From an optimization exercise on the open Yosys and OpenROAD flow, aimed at small area; shortcuts taken in it are not production practice. No functional check of the RTL was part of this run.

==> design/flow/design.v <==
`timescale 1ns/10ps
module rgb2ycrcb(clk, rst, r, g, b, y, cr, cb);
	input        clk;
	input        rst;
	input  [9:0] r, g, b;
	output reg [9:0] y, cr, cb;
	reg [31:0] pa;
	reg [37:0] pb;
	reg rst1, rst2;
	wire kill = rst | rst1 | rst2;
	wire x1;
	gxn ux1 (.a(r[0]), .b(g[0]), .y(x1));
	wire c2;
	assign c2 = (r[0] | ~g[0]);
	wire i3;
	assign i3 = ~g[1];
	wire s4;
	wire c5;
	fa us4 (.a(r[1]), .b(i3), .c(c2), .s(s4), .co(c5));
	wire i6;
	assign i6 = ~g[2];
	wire s7;
	wire c8;
	fa us7 (.a(r[2]), .b(i6), .c(c5), .s(s7), .co(c8));
	wire i9;
	assign i9 = ~g[3];
	wire s10;
	wire c11;
	fa us10 (.a(r[3]), .b(i9), .c(c8), .s(s10), .co(c11));
	wire i12;
	assign i12 = ~g[4];
	wire s13;
	wire c14;
	fa us13 (.a(r[4]), .b(i12), .c(c11), .s(s13), .co(c14));
	wire i15;
	assign i15 = ~g[5];
	wire s16;
	wire c17;
	fa us16 (.a(r[5]), .b(i15), .c(c14), .s(s16), .co(c17));
	wire i18;
	assign i18 = ~g[6];
	wire s19;
	wire c20;
	fa us19 (.a(r[6]), .b(i18), .c(c17), .s(s19), .co(c20));
	wire i21;
	assign i21 = ~g[7];
	wire s22;
	wire c23;
	fa us22 (.a(r[7]), .b(i21), .c(c20), .s(s22), .co(c23));
	wire i24;
	assign i24 = ~g[8];
	wire s25;
	wire c26;
	fa us25 (.a(r[8]), .b(i24), .c(c23), .s(s25), .co(c26));
	wire i27;
	assign i27 = ~g[9];
	wire s28;
	wire c29;
	fa us28 (.a(r[9]), .b(i27), .c(c26), .s(s28), .co(c29));
	wire x30;
	gxn ux30 (.a(b[0]), .b(g[0]), .y(x30));
	wire c31;
	assign c31 = (b[0] & ~g[0]);
	wire s32;
	wire c33;
	fa us32 (.a(b[1]), .b(i3), .c(c31), .s(s32), .co(c33));
	wire s34;
	wire c35;
	fa us34 (.a(b[2]), .b(i6), .c(c33), .s(s34), .co(c35));
	wire s36;
	wire c37;
	fa us36 (.a(b[3]), .b(i9), .c(c35), .s(s36), .co(c37));
	wire s38;
	wire c39;
	fa us38 (.a(b[4]), .b(i12), .c(c37), .s(s38), .co(c39));
	wire s40;
	wire c41;
	fa us40 (.a(b[5]), .b(i15), .c(c39), .s(s40), .co(c41));
	wire s42;
	wire c43;
	fa us42 (.a(b[6]), .b(i18), .c(c41), .s(s42), .co(c43));
	wire s44;
	wire c45;
	fa us44 (.a(b[7]), .b(i21), .c(c43), .s(s44), .co(c45));
	wire s46;
	wire c47;
	fa us46 (.a(b[8]), .b(i24), .c(c45), .s(s46), .co(c47));
	wire s48;
	wire c49;
	fa us48 (.a(b[9]), .b(i27), .c(c47), .s(s48), .co(c49));
	wire x50;
	gxn ux50 (.a(pa[11]), .b(pa[10]), .y(x50));
	wire c51;
	assign c51 = (pa[11] & ~pa[10]);
	wire s52;
	wire c53;
	fa us52 (.a(pa[12]), .b(pa[11]), .c(c51), .s(s52), .co(c53));
	wire s54;
	wire c55;
	fa us54 (.a(pa[13]), .b(pa[12]), .c(c53), .s(s54), .co(c55));
	wire s56;
	wire c57;
	fa us56 (.a(pa[14]), .b(pa[13]), .c(c55), .s(s56), .co(c57));
	wire s58;
	wire c59;
	fa us58 (.a(pa[15]), .b(pa[14]), .c(c57), .s(s58), .co(c59));
	wire s60;
	wire c61;
	fa us60 (.a(pa[16]), .b(pa[15]), .c(c59), .s(s60), .co(c61));
	wire s62;
	wire c63;
	fa us62 (.a(pa[17]), .b(pa[16]), .c(c61), .s(s62), .co(c63));
	wire s64;
	wire c65;
	fa us64 (.a(pa[18]), .b(pa[17]), .c(c63), .s(s64), .co(c65));
	wire s66;
	wire c67;
	fa us66 (.a(pa[19]), .b(pa[18]), .c(c65), .s(s66), .co(c67));
	wire s68;
	wire c69;
	fa us68 (.a(pa[20]), .b(pa[19]), .c(c67), .s(s68), .co(c69));
	wire x70;
	gx2 ux70 (.a(pa[20]), .b(c69), .y(x70));
	wire c71;
	assign c71 = ~(pa[20] & c69);
	wire c72;
	assign c72 = (pa[1] & pa[10]) | (pa[1] & pa[0]) | (pa[10] & pa[0]);
	wire s73;
	wire c74;
	fa us73 (.a(pa[2]), .b(pa[21]), .c(c72), .s(s73), .co(c74));
	wire c75;
	assign c75 = ~(pa[11] & ~s73);
	wire s76;
	wire c77;
	fa us76 (.a(pa[3]), .b(pa[21]), .c(pa[22]), .s(s76), .co(c77));
	wire i78;
	assign i78 = ~pa[12];
	wire s79;
	wire c80;
	fa us79 (.a(i78), .b(s76), .c(c74), .s(s79), .co(c80));
	wire c81;
	assign c81 = (~c75 & ~s79);
	wire s82;
	wire c83;
	fa us82 (.a(pa[4]), .b(pa[10]), .c(pa[22]), .s(s82), .co(c83));
	wire s84;
	wire c85;
	fa us84 (.a(pa[23]), .b(c77), .c(s82), .s(s84), .co(c85));
	wire i86;
	assign i86 = ~pa[13];
	wire s87;
	wire c88;
	fa us87 (.a(i86), .b(s84), .c(c80), .s(s87), .co(c88));
	wire c89;
	assign c89 = ~(c81 & ~s87);
	wire s90;
	wire c91;
	fa us90 (.a(pa[5]), .b(pa[23]), .c(pa[24]), .s(s90), .co(c91));
	wire i92;
	assign i92 = ~c83;
	wire s93;
	wire c94;
	fa us93 (.a(pa[14]), .b(x50), .c(i92), .s(s93), .co(c94));
	wire i95;
	assign i95 = ~s93;
	wire s96;
	wire c97;
	fa us96 (.a(s90), .b(c85), .c(i95), .s(s96), .co(c97));
	wire c98;
	assign c98 = (s96 & c88) | (s96 & c89) | (c88 & c89);
	wire s99;
	wire c100;
	fa us99 (.a(pa[6]), .b(pa[24]), .c(pa[25]), .s(s99), .co(c100));
	wire s101;
	wire c102;
	fa us101 (.a(pa[15]), .b(s52), .c(c94), .s(s101), .co(c102));
	wire s103;
	wire c104;
	fa us103 (.a(c91), .b(s99), .c(c97), .s(s103), .co(c104));
	wire i105;
	assign i105 = ~s101;
	wire c106;
	assign c106 = (i105 & s103) | (i105 & c98) | (s103 & c98);
	wire x107;
	gx2 ux107 (.a(pa[7]), .b(pa[25]), .y(x107));
	wire c108;
	assign c108 = (~pa[7] | ~pa[25]);
	wire s109;
	wire c110;
	fa us109 (.a(pa[26]), .b(x107), .c(c100), .s(s109), .co(c110));
	wire s111;
	wire c112;
	fa us111 (.a(pa[16]), .b(pa[21]), .c(s54), .s(s111), .co(c112));
	wire i113;
	assign i113 = ~s109;
	wire s114;
	wire c115;
	fa us114 (.a(i113), .b(c102), .c(s111), .s(s114), .co(c115));
	wire i116;
	assign i116 = ~s114;
	wire c117;
	assign c117 = (c104 & i116) | (c104 & c106) | (i116 & c106);
	wire s118;
	wire c119;
	fa us118 (.a(pa[8]), .b(pa[10]), .c(pa[26]), .s(s118), .co(c119));
	wire s120;
	wire c121;
	fa us120 (.a(pa[17]), .b(pa[22]), .c(c108), .s(s120), .co(c121));
	wire s122;
	wire c123;
	fa us122 (.a(pa[27]), .b(s118), .c(c110), .s(s122), .co(c123));
	wire s124;
	wire c125;
	fa us124 (.a(s120), .b(s56), .c(c112), .s(s124), .co(c125));
	wire i126;
	assign i126 = ~s122;
	wire s127;
	wire c128;
	fa us127 (.a(i126), .b(c115), .c(s124), .s(s127), .co(c128));
	wire c129;
	assign c129 = (s127 & ~c117);
	wire s130;
	wire c131;
	fa us130 (.a(pa[9]), .b(pa[27]), .c(pa[28]), .s(s130), .co(c131));
	wire s132;
	wire c133;
	fa us132 (.a(pa[11]), .b(pa[18]), .c(pa[23]), .s(s132), .co(c133));
	wire i134;
	assign i134 = ~s132;
	wire s135;
	wire c136;
	fa us135 (.a(c119), .b(s130), .c(i134), .s(s135), .co(c136));
	wire i137;
	assign i137 = ~s135;
	wire i138;
	assign i138 = ~c123;
	wire s139;
	wire c140;
	fa us139 (.a(c121), .b(i137), .c(i138), .s(s139), .co(c140));
	wire s141;
	wire c142;
	fa us141 (.a(s139), .b(s58), .c(c125), .s(s141), .co(c142));
	wire c143;
	assign c143 = (c128 & s141) | (c128 & c129) | (s141 & c129);
	wire x144;
	gx2 ux144 (.a(pa[0]), .b(pa[12]), .y(x144));
	wire c145;
	assign c145 = ~(pa[0] | pa[12]);
	wire s146;
	wire c147;
	fa us146 (.a(pa[28]), .b(pa[29]), .c(x144), .s(s146), .co(c147));
	wire s148;
	wire c149;
	fa us148 (.a(pa[19]), .b(pa[24]), .c(c133), .s(s148), .co(c149));
	wire s150;
	wire c151;
	fa us150 (.a(c131), .b(s146), .c(c136), .s(s150), .co(c151));
	wire i152;
	assign i152 = ~s150;
	wire s153;
	wire c154;
	fa us153 (.a(s148), .b(i152), .c(c140), .s(s153), .co(c154));
	wire s155;
	wire c156;
	fa us155 (.a(s153), .b(s60), .c(c142), .s(s155), .co(c156));
	wire x157;
	gxn ux157 (.a(s155), .b(c143), .y(x157));
	wire c158;
	assign c158 = ~(s155 & c143);
	wire s159;
	wire c160;
	fa us159 (.a(pa[1]), .b(pa[13]), .c(pa[20]), .s(s159), .co(c160));
	wire s161;
	wire c162;
	fa us161 (.a(pa[29]), .b(pa[30]), .c(c145), .s(s161), .co(c162));
	wire s163;
	wire c164;
	fa us163 (.a(pa[25]), .b(s159), .c(c149), .s(s163), .co(c164));
	wire s165;
	wire c166;
	fa us165 (.a(s161), .b(c147), .c(c151), .s(s165), .co(c166));
	wire i167;
	assign i167 = ~s165;
	wire s168;
	wire c169;
	fa us168 (.a(s163), .b(i167), .c(c154), .s(s168), .co(c169));
	wire s170;
	wire c171;
	fa us170 (.a(s168), .b(s62), .c(c156), .s(s170), .co(c171));
	wire x172;
	gx2 ux172 (.a(s170), .b(c158), .y(x172));
	wire c173;
	assign c173 = (s170 & ~c158);
	wire s174;
	wire c175;
	fa us174 (.a(pa[2]), .b(pa[14]), .c(pa[26]), .s(s174), .co(c175));
	wire s176;
	wire c177;
	fa us176 (.a(pa[30]), .b(pa[31]), .c(c162), .s(s176), .co(c177));
	wire s178;
	wire c179;
	fa us178 (.a(c160), .b(s174), .c(c164), .s(s178), .co(c179));
	wire i180;
	assign i180 = ~s176;
	wire i181;
	assign i181 = ~c166;
	wire s182;
	wire c183;
	fa us182 (.a(i180), .b(s178), .c(i181), .s(s182), .co(c183));
	wire s184;
	wire c185;
	fa us184 (.a(s182), .b(s64), .c(c171), .s(s184), .co(c185));
	wire s186;
	wire c187;
	fa us186 (.a(c169), .b(s184), .c(c173), .s(s186), .co(c187));
	wire s188;
	wire c189;
	fa us188 (.a(pa[3]), .b(pa[15]), .c(pa[27]), .s(s188), .co(c189));
	wire i190;
	assign i190 = ~pa[31];
	wire s191;
	wire c192;
	fa us191 (.a(i190), .b(c175), .c(s188), .s(s191), .co(c192));
	wire i193;
	assign i193 = ~c177;
	wire s194;
	wire c195;
	fa us194 (.a(i193), .b(s191), .c(c179), .s(s194), .co(c195));
	wire s196;
	wire c197;
	fa us196 (.a(s194), .b(s66), .c(c185), .s(s196), .co(c197));
	wire s198;
	wire c199;
	fa us198 (.a(c183), .b(s196), .c(c187), .s(s198), .co(c199));
	wire s200;
	wire c201;
	fa us200 (.a(pa[4]), .b(pa[16]), .c(pa[28]), .s(s200), .co(c201));
	wire s202;
	wire c203;
	fa us202 (.a(c189), .b(s200), .c(c192), .s(s202), .co(c203));
	wire s204;
	wire c205;
	fa us204 (.a(s202), .b(c195), .c(s68), .s(s204), .co(c205));
	wire s206;
	wire c207;
	fa us206 (.a(c197), .b(s204), .c(c199), .s(s206), .co(c207));
	wire s208;
	wire c209;
	fa us208 (.a(pa[5]), .b(c201), .c(c203), .s(s208), .co(c209));
	wire s210;
	wire c211;
	fa us210 (.a(s208), .b(c205), .c(c207), .s(s210), .co(c211));
	wire s212;
	wire c213;
	fa us212 (.a(pb[0]), .b(pb[1]), .c(pb[2]), .s(s212), .co(c213));
	wire x214;
	gxn ux214 (.a(pb[3]), .b(s212), .y(x214));
	wire c215;
	assign c215 = ~(pb[3] & s212);
	wire x216;
	gx2 ux216 (.a(pb[4]), .b(pb[5]), .y(x216));
	wire c217;
	assign c217 = ~(pb[4] | pb[5]);
	wire s218;
	wire c219;
	fa us218 (.a(pb[7]), .b(pb[8]), .c(pb[9]), .s(s218), .co(c219));
	wire s220;
	wire c221;
	fa us220 (.a(pb[6]), .b(x216), .c(c215), .s(s220), .co(c221));
	wire i222;
	assign i222 = ~s220;
	wire s223;
	wire c224;
	fa us223 (.a(c213), .b(s218), .c(i222), .s(s223), .co(c224));
	wire s225;
	wire c226;
	fa us225 (.a(pb[10]), .b(pb[11]), .c(pb[12]), .s(s225), .co(c226));
	wire s227;
	wire c228;
	fa us227 (.a(c219), .b(s225), .c(c224), .s(s227), .co(c228));
	wire i229;
	assign i229 = ~s227;
	wire s230;
	wire c231;
	fa us230 (.a(c217), .b(c221), .c(i229), .s(s230), .co(c231));
	wire s232;
	wire c233;
	fa us232 (.a(pb[13]), .b(pb[14]), .c(c226), .s(s232), .co(c233));
	wire i234;
	assign i234 = ~c231;
	wire s235;
	wire c236;
	fa us235 (.a(s232), .b(c228), .c(i234), .s(s235), .co(c236));
	wire x237;
	gx2 ux237 (.a(pb[15]), .b(c233), .y(x237));
	wire x238;
	gx2 ux238 (.a(x237), .b(c236), .y(x238));
	wire c239;
	assign c239 = ~(~pa[21] & ~pa[22]);
	wire c240;
	assign c240 = (pa[22] & pa[23]) | (pa[22] & c239) | (pa[23] & c239);
	wire c241;
	assign c241 = (pa[23] & pa[24]) | (pa[23] & c240) | (pa[24] & c240);
	wire s242;
	wire c243;
	fa us242 (.a(pa[21]), .b(pa[24]), .c(pa[25]), .s(s242), .co(c243));
	wire c244;
	assign c244 = ~(~s242 & ~c241);
	wire s245;
	wire c246;
	fa us245 (.a(pa[22]), .b(pa[25]), .c(pa[26]), .s(s245), .co(c246));
	wire c247;
	assign c247 = (c243 & s245) | (c243 & c244) | (s245 & c244);
	wire s248;
	wire c249;
	fa us248 (.a(pa[21]), .b(pa[23]), .c(pa[26]), .s(s248), .co(c249));
	wire s250;
	wire c251;
	fa us250 (.a(pa[27]), .b(c246), .c(s248), .s(s250), .co(c251));
	wire c252;
	assign c252 = ~(~s250 & ~c247);
	wire s253;
	wire c254;
	fa us253 (.a(pa[22]), .b(pa[24]), .c(pa[27]), .s(s253), .co(c254));
	wire s255;
	wire c256;
	fa us255 (.a(pa[28]), .b(c249), .c(s253), .s(s255), .co(c256));
	wire c257;
	assign c257 = (c251 & s255) | (c251 & c252) | (s255 & c252);
	wire s258;
	wire c259;
	fa us258 (.a(pa[23]), .b(pa[25]), .c(pa[28]), .s(s258), .co(c259));
	wire s260;
	wire c261;
	fa us260 (.a(pa[29]), .b(c254), .c(s258), .s(s260), .co(c261));
	wire c262;
	assign c262 = (c256 & s260) | (c256 & c257) | (s260 & c257);
	wire s263;
	wire c264;
	fa us263 (.a(pa[10]), .b(pa[24]), .c(pa[26]), .s(s263), .co(c264));
	wire s265;
	wire c266;
	fa us265 (.a(pa[29]), .b(pa[30]), .c(c259), .s(s265), .co(c266));
	wire s267;
	wire c268;
	fa us267 (.a(s263), .b(s265), .c(c261), .s(s267), .co(c268));
	wire c269;
	assign c269 = (~s267 & ~c262);
	wire x270;
	gx2 ux270 (.a(pa[25]), .b(pa[27]), .y(x270));
	wire c271;
	assign c271 = (~pa[25] | ~pa[27]);
	wire s272;
	wire c273;
	fa us272 (.a(pa[30]), .b(pa[31]), .c(x270), .s(s272), .co(c273));
	wire s274;
	wire c275;
	fa us274 (.a(c264), .b(s272), .c(c266), .s(s274), .co(c275));
	wire i276;
	assign i276 = ~pa[11];
	wire s277;
	wire c278;
	fa us277 (.a(i276), .b(s274), .c(c268), .s(s277), .co(c278));
	wire x279;
	gx2 ux279 (.a(s277), .b(c269), .y(x279));
	wire c280;
	assign c280 = ~(~s277 & c269);
	wire i281;
	assign i281 = ~pa[26];
	wire i282;
	assign i282 = ~pa[28];
	wire s283;
	wire c284;
	fa us283 (.a(i281), .b(i282), .c(i190), .s(s283), .co(c284));
	wire s285;
	wire c286;
	fa us285 (.a(pa[12]), .b(c271), .c(s283), .s(s285), .co(c286));
	wire i287;
	assign i287 = ~s285;
	wire s288;
	wire c289;
	fa us288 (.a(c273), .b(i287), .c(c275), .s(s288), .co(c289));
	wire s290;
	wire c291;
	fa us290 (.a(s288), .b(c278), .c(c280), .s(s290), .co(c291));
	wire s292;
	wire c293;
	fa us292 (.a(pa[13]), .b(c284), .c(c286), .s(s292), .co(c293));
	wire i294;
	assign i294 = ~s292;
	wire s295;
	wire c296;
	fa us295 (.a(i294), .b(c289), .c(c291), .s(s295), .co(c296));
	wire i297;
	assign i297 = ~c296;
	wire s298;
	wire c299;
	fa us298 (.a(pa[14]), .b(c293), .c(i297), .s(s298), .co(c299));
	wire x300;
	gx2 ux300 (.a(pb[21]), .b(pb[2]), .y(x300));
	wire c301;
	assign c301 = (~pb[21] | ~pb[2]);
	wire x302;
	gxn ux302 (.a(pb[22]), .b(x300), .y(x302));
	wire c303;
	assign c303 = (~pb[22] & ~x300);
	wire x304;
	gxn ux304 (.a(pb[23]), .b(pb[7]), .y(x304));
	wire c305;
	assign c305 = (~pb[23] | ~pb[7]);
	wire s306;
	wire c307;
	fa us306 (.a(pb[24]), .b(c301), .c(c303), .s(s306), .co(c307));
	wire s308;
	wire c309;
	ha us308 (.a(x304), .b(s306), .s(s308), .co(c309));
	wire s310;
	wire c311;
	fa us310 (.a(pb[25]), .b(pb[26]), .c(c305), .s(s310), .co(c311));
	wire s312;
	wire c313;
	fa us312 (.a(s310), .b(c307), .c(c309), .s(s312), .co(c313));
	wire i314;
	assign i314 = ~s312;
	wire s315;
	wire c316;
	fa us315 (.a(pb[2]), .b(pb[12]), .c(i314), .s(s315), .co(c316));
	wire x317;
	gx2 ux317 (.a(pb[27]), .b(c311), .y(x317));
	wire c318;
	assign c318 = ~(pb[27] | c311);
	wire s319;
	wire c320;
	fa us319 (.a(pb[7]), .b(x317), .c(c316), .s(s319), .co(c320));
	wire x321;
	gx2 ux321 (.a(c313), .b(s319), .y(x321));
	wire c322;
	assign c322 = (c313 & ~s319);
	wire s323;
	wire c324;
	fa us323 (.a(pb[12]), .b(c318), .c(c320), .s(s323), .co(c324));
	wire i325;
	assign i325 = ~s323;
	wire s326;
	wire c327;
	fa us326 (.a(pb[0]), .b(c322), .c(i325), .s(s326), .co(c327));
	wire x328;
	gx2 ux328 (.a(pb[5]), .b(c327), .y(x328));
	wire c329;
	assign c329 = ~(pb[5] | c327);
	wire x330;
	gxn ux330 (.a(c324), .b(x328), .y(x330));
	wire c331;
	assign c331 = (~c324 & ~x328);
	wire x332;
	gx2 ux332 (.a(pb[11]), .b(c331), .y(x332));
	wire c333;
	assign c333 = ~(pb[11] | c331);
	wire x334;
	gxn ux334 (.a(c329), .b(x332), .y(x334));
	wire c335;
	assign c335 = (~c329 & ~x332);
	wire x336;
	gx2 ux336 (.a(pb[14]), .b(c333), .y(x336));
	wire x337;
	gxn ux337 (.a(x336), .b(c335), .y(x337));
	wire c338;
	assign c338 = ~(pa[10] | s56);
	wire i339;
	assign i339 = ~s58;
	wire c340;
	assign c340 = (x50 & c338) | (x50 & i339) | (c338 & i339);
	wire i341;
	assign i341 = ~s60;
	wire c342;
	assign c342 = (s52 & c340) | (s52 & i341) | (c340 & i341);
	wire x343;
	gxn ux343 (.a(pa[10]), .b(s54), .y(x343));
	wire c344;
	assign c344 = ~(pa[10] | ~s54);
	wire i345;
	assign i345 = ~s62;
	wire c346;
	assign c346 = (x343 & c342) | (x343 & i345) | (c342 & i345);
	wire s347;
	wire c348;
	fa us347 (.a(pa[11]), .b(c344), .c(s56), .s(s347), .co(c348));
	wire i349;
	assign i349 = ~s64;
	wire c350;
	assign c350 = (s347 & c346) | (s347 & i349) | (c346 & i349);
	wire x351;
	gxn ux351 (.a(pa[21]), .b(pa[12]), .y(x351));
	wire c352;
	assign c352 = (pa[21] | ~pa[12]);
	wire s353;
	wire c354;
	fa us353 (.a(x351), .b(c348), .c(s58), .s(s353), .co(c354));
	wire i355;
	assign i355 = ~s66;
	wire c356;
	assign c356 = (s353 & c350) | (s353 & i355) | (c350 & i355);
	wire x357;
	gx2 ux357 (.a(pa[22]), .b(c352), .y(x357));
	wire c358;
	assign c358 = ~(pa[22] | c352);
	wire s359;
	wire c360;
	fa us359 (.a(pa[13]), .b(x357), .c(s60), .s(s359), .co(c360));
	wire s361;
	wire c362;
	fa us361 (.a(c354), .b(s359), .c(c356), .s(s361), .co(c362));
	wire x363;
	gx2 ux363 (.a(s68), .b(s361), .y(x363));
	wire c364;
	assign c364 = ~(s68 & ~s361);
	wire i365;
	assign i365 = ~pa[23];
	wire s366;
	wire c367;
	fa us366 (.a(i365), .b(pa[14]), .c(c358), .s(s366), .co(c367));
	wire s368;
	wire c369;
	fa us368 (.a(s366), .b(s62), .c(c360), .s(s368), .co(c369));
	wire i370;
	assign i370 = ~x70;
	wire s371;
	wire c372;
	fa us371 (.a(s368), .b(i370), .c(c362), .s(s371), .co(c372));
	wire x373;
	gxn ux373 (.a(c364), .b(s371), .y(x373));
	wire c374;
	assign c374 = ~(~c364 & ~s371);
	wire i375;
	assign i375 = ~pa[24];
	wire s376;
	wire c377;
	fa us376 (.a(i375), .b(c367), .c(s64), .s(s376), .co(c377));
	wire s378;
	wire c379;
	fa us378 (.a(c369), .b(s376), .c(c372), .s(s378), .co(c379));
	wire i380;
	assign i380 = ~pa[25];
	wire s381;
	wire c382;
	fa us381 (.a(i380), .b(s66), .c(c377), .s(s381), .co(c382));
	wire s383;
	wire c384;
	fa us383 (.a(i281), .b(s68), .c(c382), .s(s383), .co(c384));
	wire x385;
	gx2 ux385 (.a(pb[25]), .b(pb[6]), .y(x385));
	wire c386;
	assign c386 = (~pb[25] | ~pb[6]);
	wire s387;
	wire c388;
	fa us387 (.a(pb[30]), .b(pb[31]), .c(x385), .s(s387), .co(c388));
	wire x389;
	gx2 ux389 (.a(pb[27]), .b(pb[32]), .y(x389));
	wire c390;
	assign c390 = ~(~pb[27] | ~pb[32]);
	wire s391;
	wire c392;
	fa us391 (.a(pb[33]), .b(x389), .c(c388), .s(s391), .co(c392));
	wire x393;
	gx2 ux393 (.a(c386), .b(s391), .y(x393));
	wire c394;
	assign c394 = ~(c386 & ~s391);
	wire s395;
	wire c396;
	fa us395 (.a(pb[0]), .b(pb[34]), .c(c392), .s(s395), .co(c396));
	wire s397;
	wire c398;
	fa us397 (.a(c390), .b(c394), .c(s395), .s(s397), .co(c398));
	wire x399;
	gx2 ux399 (.a(pb[5]), .b(pb[1]), .y(x399));
	wire c400;
	assign c400 = (~pb[5] | ~pb[1]);
	wire s401;
	wire c402;
	fa us401 (.a(pb[35]), .b(x399), .c(c396), .s(s401), .co(c402));
	wire i403;
	assign i403 = ~pb[21];
	wire s404;
	wire c405;
	fa us404 (.a(i403), .b(s401), .c(c398), .s(s404), .co(c405));
	wire s406;
	wire c407;
	fa us406 (.a(pb[23]), .b(pb[6]), .c(c400), .s(s406), .co(c407));
	wire i408;
	assign i408 = ~s406;
	wire s409;
	wire c410;
	fa us409 (.a(pb[11]), .b(i408), .c(c402), .s(s409), .co(c410));
	wire x411;
	gxn ux411 (.a(s409), .b(c405), .y(x411));
	wire c412;
	assign c412 = (~s409 & ~c405);
	wire s413;
	wire c414;
	fa us413 (.a(pb[2]), .b(c407), .c(c412), .s(s413), .co(c414));
	wire i415;
	assign i415 = ~s413;
	wire s416;
	wire c417;
	fa us416 (.a(pb[14]), .b(c410), .c(i415), .s(s416), .co(c417));
	wire x418;
	gx2 ux418 (.a(pb[7]), .b(c414), .y(x418));
	wire c419;
	assign c419 = ~(pb[7] | c414);
	wire x420;
	gxn ux420 (.a(x418), .b(c417), .y(x420));
	wire c421;
	assign c421 = (~x418 & ~c417);
	wire x422;
	gx2 ux422 (.a(pb[12]), .b(c419), .y(x422));
	wire x423;
	gxn ux423 (.a(x422), .b(c421), .y(x423));
	wire [9:0] yn = {~x238, s235, ~s230, s223, ~x214, pb[20], pb[19], pb[18], ~pb[17], ~pb[16]};
	wire [9:0] crn = {x337, ~x334, ~x330, s326, ~x321, ~s315, s308, ~x302, ~pb[29], ~pb[28]};
	wire [9:0] cbn = {x423, ~x420, ~s416, ~x411, ~s404, ~s397, ~x393, ~s387, ~pb[37], ~pb[36]};
	always @(posedge clk) begin
		rst1 <= rst;
		rst2 <= rst1;
		pa <= {c49, s48, s46, s44, s42, s40, s38, s36, s34, s32, x30, c29, s28, s25, s22, s19, s16, s13, s10, s7, s4, x1, g[9], g[8], g[7], g[6], g[5], g[4], g[3], g[2], g[1], g[0]};
		pb <= {x373, x363, c384, s383, s381, c379, s378, c374, s290, x279, pa[16], c299, pa[15], s298, pa[28], s295, pa[27], s206, s198, s186, x172, x157, pa[9], pa[20], pa[8], pa[31], pa[19], pa[7], c211, c209, pa[30], c71, pa[18], pa[6], s210, pa[29], x70, pa[17]};
		y  <= yn & {10{~kill}};
		cr <= {1'b0, crn[8:0] & {9{~(kill | crn[9])}}};
		cb <= {1'b0, cbn[8:0] & {9{~(kill | cbn[9])}}};
	end
endmodule
module fa(a, b, c, s, co);
	input a, b, c;
	output s, co;
	assign s = a ^ b ^ c;
	assign co = (a & b) | (a & c) | (b & c);
endmodule
module ha(a, b, s, co);
	input a, b;
	output s, co;
	assign s = a ^ b;
	assign co = a & b;
endmodule
module gx2(a, b, y);
	input a, b;
	output y;
	assign y = a ^ b;
endmodule
module gxn(a, b, y);
	input a, b;
	output y;
	assign y = ~(a ^ b);
endmodule
==> design/flow/flow/run.sh <==
#!/bin/bash
# Standard ORFS layout with two changes: small port buffers, and a clock tree of small
# buffers without dummy loads.
set -euo pipefail
bash standard.sh \
  "BUFFER_PORTS_ARGS=-buffer_cell sky130_fd_sc_hd__buf_1" \
  "CTS_ARGS=-sink_clustering_enable -repair_clock_nets -buf_list sky130_fd_sc_hd__clkbuf_8 -dont_use_dummy_load" \
  finish > make_finish.log 2>&1
==> design/flow/standard.sh <==
#!/bin/bash
# synth_recipe.tcl (not shown) runs the flow's synth.tcl, then flattens the netlist and writes it again
# the make line also repeats each setting of config.mk as NAME=value (left out here)
make -C /OpenROAD-flow-scripts/flow DESIGN_CONFIG=/design/flow/config.mk WORK_HOME=/design/flow/orfs CLKGATE_MAP_FILE= SYNTH_SCRIPT=/design/flow/synth_recipe.tcl "${@:-finish}"
==> design/flow/config.mk <==
export PLATFORM = sky130hd
export DESIGN_NAME = rgb2ycrcb
export DESIGN_NICKNAME = rgb2ycrcb
export VERILOG_FILES = /design/flow/design.v
export SDC_FILE = /design/flow/constraint.sdc
export NUM_CORES = 4
export LEC_CHECK = 0
export CAP_MARGIN = 20
export CORE_MARGIN = 2
export CORE_UTILIZATION = 75
export GPL_TIMING_DRIVEN = 0
export SLEW_MARGIN = 20
export SYNTH_HIERARCHICAL = 1
export SYNTH_MINIMUM_KEEP_SIZE = 0
==> design/flow/constraint.sdc <==
create_clock -name core_clock -period 6.0 [get_ports {clk}]
set_input_delay 1.2000 -clock core_clock [delete_from_list [all_inputs] [get_ports {clk}]]
set_output_delay 1.2000 -clock core_clock [all_outputs]
set_load 0.01 [all_outputs]
==> summary.txt <==
## Yosys cell counts (all sizes together), types with 2 or more instances
library cell and n:
o211ai 2, nand2 11, nor2b 6, fa 138, a21oi 2, xor2 23
clkbuf 2, nor3 3, inv 49, o2111ai 2, nor2 38, xnor2 16
or3 2, nand2b 10, buf 2, or2 2, dfxtp 100, and2 6
a31oi 3, o21ai 2
## final timing paths
check / endpoint / slack, ns / cells past startpoint
worst max register to register: pb[3] / 0.22 / 13
worst min-delay path: pb[15] / 0.38 / 0
worst min register to register: pb[15] / 0.38 / 0
worst max-delay path: pb[3] / 0.22 / 13
## per-layer routing
| layer | vias up | routed length (um) | track usage |
|---|---|---|---|
| met5 | - | 0 | 0 |
| met4 | 0 | 381 | 0.1368 |
| met3 | 32 | 743 | 0.06265 |
| met2 | 153 | 6212 | 0.5395 |
| met1 | 1725 | 4148 | 0.3621 |
| li1 | 1443 | - | - |
## modules after synthesis, one instance, submodules excluded
module	times used	flip-flops and latches
rgb2ycrcb	1	100
fa	138	0
ha	1	0
gx2	23	0
gxn	16	0
## kinds of logic (layout without fill, tap and decap cells)
| family | after synthesis | in the layout | synth area share |
|---|---|---|---|
| buffers and inverters | 53 | 121 | 0.03511 |
| other | 1 | 2 | 0.0006378 |
| XOR/XNOR | 39 | 39 | 0.05810 |
| flip-flops | 100 | 100 | 0.3405 |
| adder cells (fa/ha/maj) | 140 | 140 | 0.4737 |
| AO/OA/AOI/OAI | 18 | 18 | 0.02299 |
| AND/OR/NAND/NOR | 83 | 83 | 0.06895 |
## sequential cells by signal, indices dropped and copies added (netlist names)
signal,flops
rst2,1
rst1,1
pa,32
cr,9
y,10
pb,38
cb,9
## timing repair
| item | 4_1_cts | 5_1_grt |
|---|---|---|
| endpoints found under the hold margin | 0 | 0 |
| resized for setup | 3 | 11 |
| endpoints found under the setup margin | 3 | 5 |
| cloned | 0 | 0 |
## critical path: cells and delay by family, from the launching register on
| family | cells | cell delay (ns) |
|---|---|---|
| flops | 1 | 0.45 |
| fa+ha+maj | 12 | 5.11 |
| simple gates | 1 | 0.08 |
## area by class of cell
type                    count  area (sq um)
fillers                   399          1266
well taps                 102         127.6
flip-flops and latches    100          2012
inverters                  49         183.9
clock buffers               9         123.9
repair buffers             59         221.5
plain buffers               4         22.52
multi-input cells         282          3690
## through the flow
step	cells	instance area (sq um)
3_3_place_gp	596	6232
2_1_floorplan	435	5883
6_report	605	6381
5_1_grt	605	6381
3_5_place_dp	596	6232
4_1_cts	605	6362
==> results.cfg <==
[outcome]
outcome = no timing/DRC/antenna violations

[final_layout]
final_common_cell = fa_1
antenna_cells = 0
final_core_util = 0.8344
final_nets = 676
drive_gt1_frac = 0.05765
syn2layout_area_growth_pct = 8.534
final_cell_mix = fa_1 (132), dfxtp_1 (94), buf_1 (59), inv_1 (48), nor2_1 (38)

[clock_tree]
cts_num_sinks = 100
path_clk_slew_ns = 0.11
h-tree-depth = 3
worstSkewPairLatency_ns = 0.37
clock_path_buffers = 2
cts_setup_buffers = 0
cts_buffers = 9
cts_tree = done
ctsHoldBuffers = 0
root_buffer = clkbuf_8

[setup_path]
critPathCaptureType = flip-flop
worstPathCellList = nor2_1 > fa_1 > fa_1 > fa_2 > fa_1 > fa_1 > fa_1 > fa_1 > fa_1 > fa_1 > fa_1 > fa_1 > fa_1
worstSetupStartpoint = pa[10]
cp-start-kind = flip-flop
crit_type = flip-flop to flip-flop
timing.critical_path.mode_cell = fa_1
slowest_stage = fa_1
cp_max_fo = 9
cp.arrival_ns = 6.00
critPathMaxStageDelay_ns = 0.49
required_ns = 6.22
rr_startpoint = pa[10]

[worst_hold_path]
min_from = pa[9]
min_path_type = flip-flop to flip-flop

[route]
wire_per_inst_um = 18.99
totalWireLength_um = 11490
first_pass_iters = 4
drc = 0
vias = 3353
drt-initial-drc-count = 188
ant_nets = 0
routed_via_density = 5.542

[sta]
fin_worst_skew_ns = 0.03227
setup_ws_ns = 0.2165
finalCritPeriodShare = 0.9639
hold_viol_final = 0
holdWs_ns = 0.3841
drv_slew = 0
fin_crit_ns = 5.784
fmax_mhz = 172.9
relSlewSlack = 0.4742
setup_viol = 0
rsz0062_at_grt = false
tns_ns = 0
worst_slew_pin_slew_ns = 0.7689

[floorplanning]
fp-row-count = 32
die_w_um = 92.54
coreArea_sq_mm = 0.007647
start_util = 0.7688
io_pins = 62
die_area_sq_mm = 0.008564
die_h_um = 92.54

[yosys]
yosysTopAreaCellShare = 0.4699
ys_dominant_reg_cell = dfxtp_1
synth_cell_types = 36
synth.avg_cell_area_sq_um = 13.55
synth-seq-area-share = 0.3405
synth_warnings = 7
ys_async_sr_fraction = 0
yosys_register_bits = 100
synth_edf_count = 0
synth.cell_area_sq_mm = 0.005879
synthTopCellsByArea = fa_1 (47%), dfxtp_1 (34%), xor2_1 (3.4%)
yosysTopAreaCell = fa_1
synth_cells = 434

[place]
port_buffers = 59
place_hpwl_um = 9687
gp_congestion = 0.9510
pre_cts_ws_ns = -0.1686

[flow_run]
timing.max_cap.violations = 0

[global_route]
grt_overflow = 0
grt_max_degree = 19
antenna_found_initial = 0
grt_usage = 0.3049
grt_pass1_wl_um = 18730
grt_pass1_vias = 3775

static timing again, ports no longer ideal:
The flow's constraints put no driver on any port. The routed layout listed below was extracted and timed again, unchanged, in two steps.
Step 1 (the two cells are an assumption about what drives the block):
set clk [get_ports {clk}]
set_driving_cell -lib_cell sky130_fd_sc_hd__clkbuf_16 $clk
set_driving_cell -lib_cell sky130_fd_sc_hd__buf_2 [delete_from_list [all_inputs] $clk]
Step 2 also shifts input and output timing later by t, the mid clock arrival at the registers, as if the neighbouring blocks saw the same clock.
a / b / c = no drivers / after step 1 / after step 2; a / b = the first two.
t (ns): 0.386
setup slack, ns: 0.216 / 0.216 / 0.216
slew at the worst register clock pin (ns): 0.11 / 0.11
After both steps setup and hold are still met in this run. The setup slack of this run moves by 0.000 ns with the drivers and by 0.000 ns with both steps.
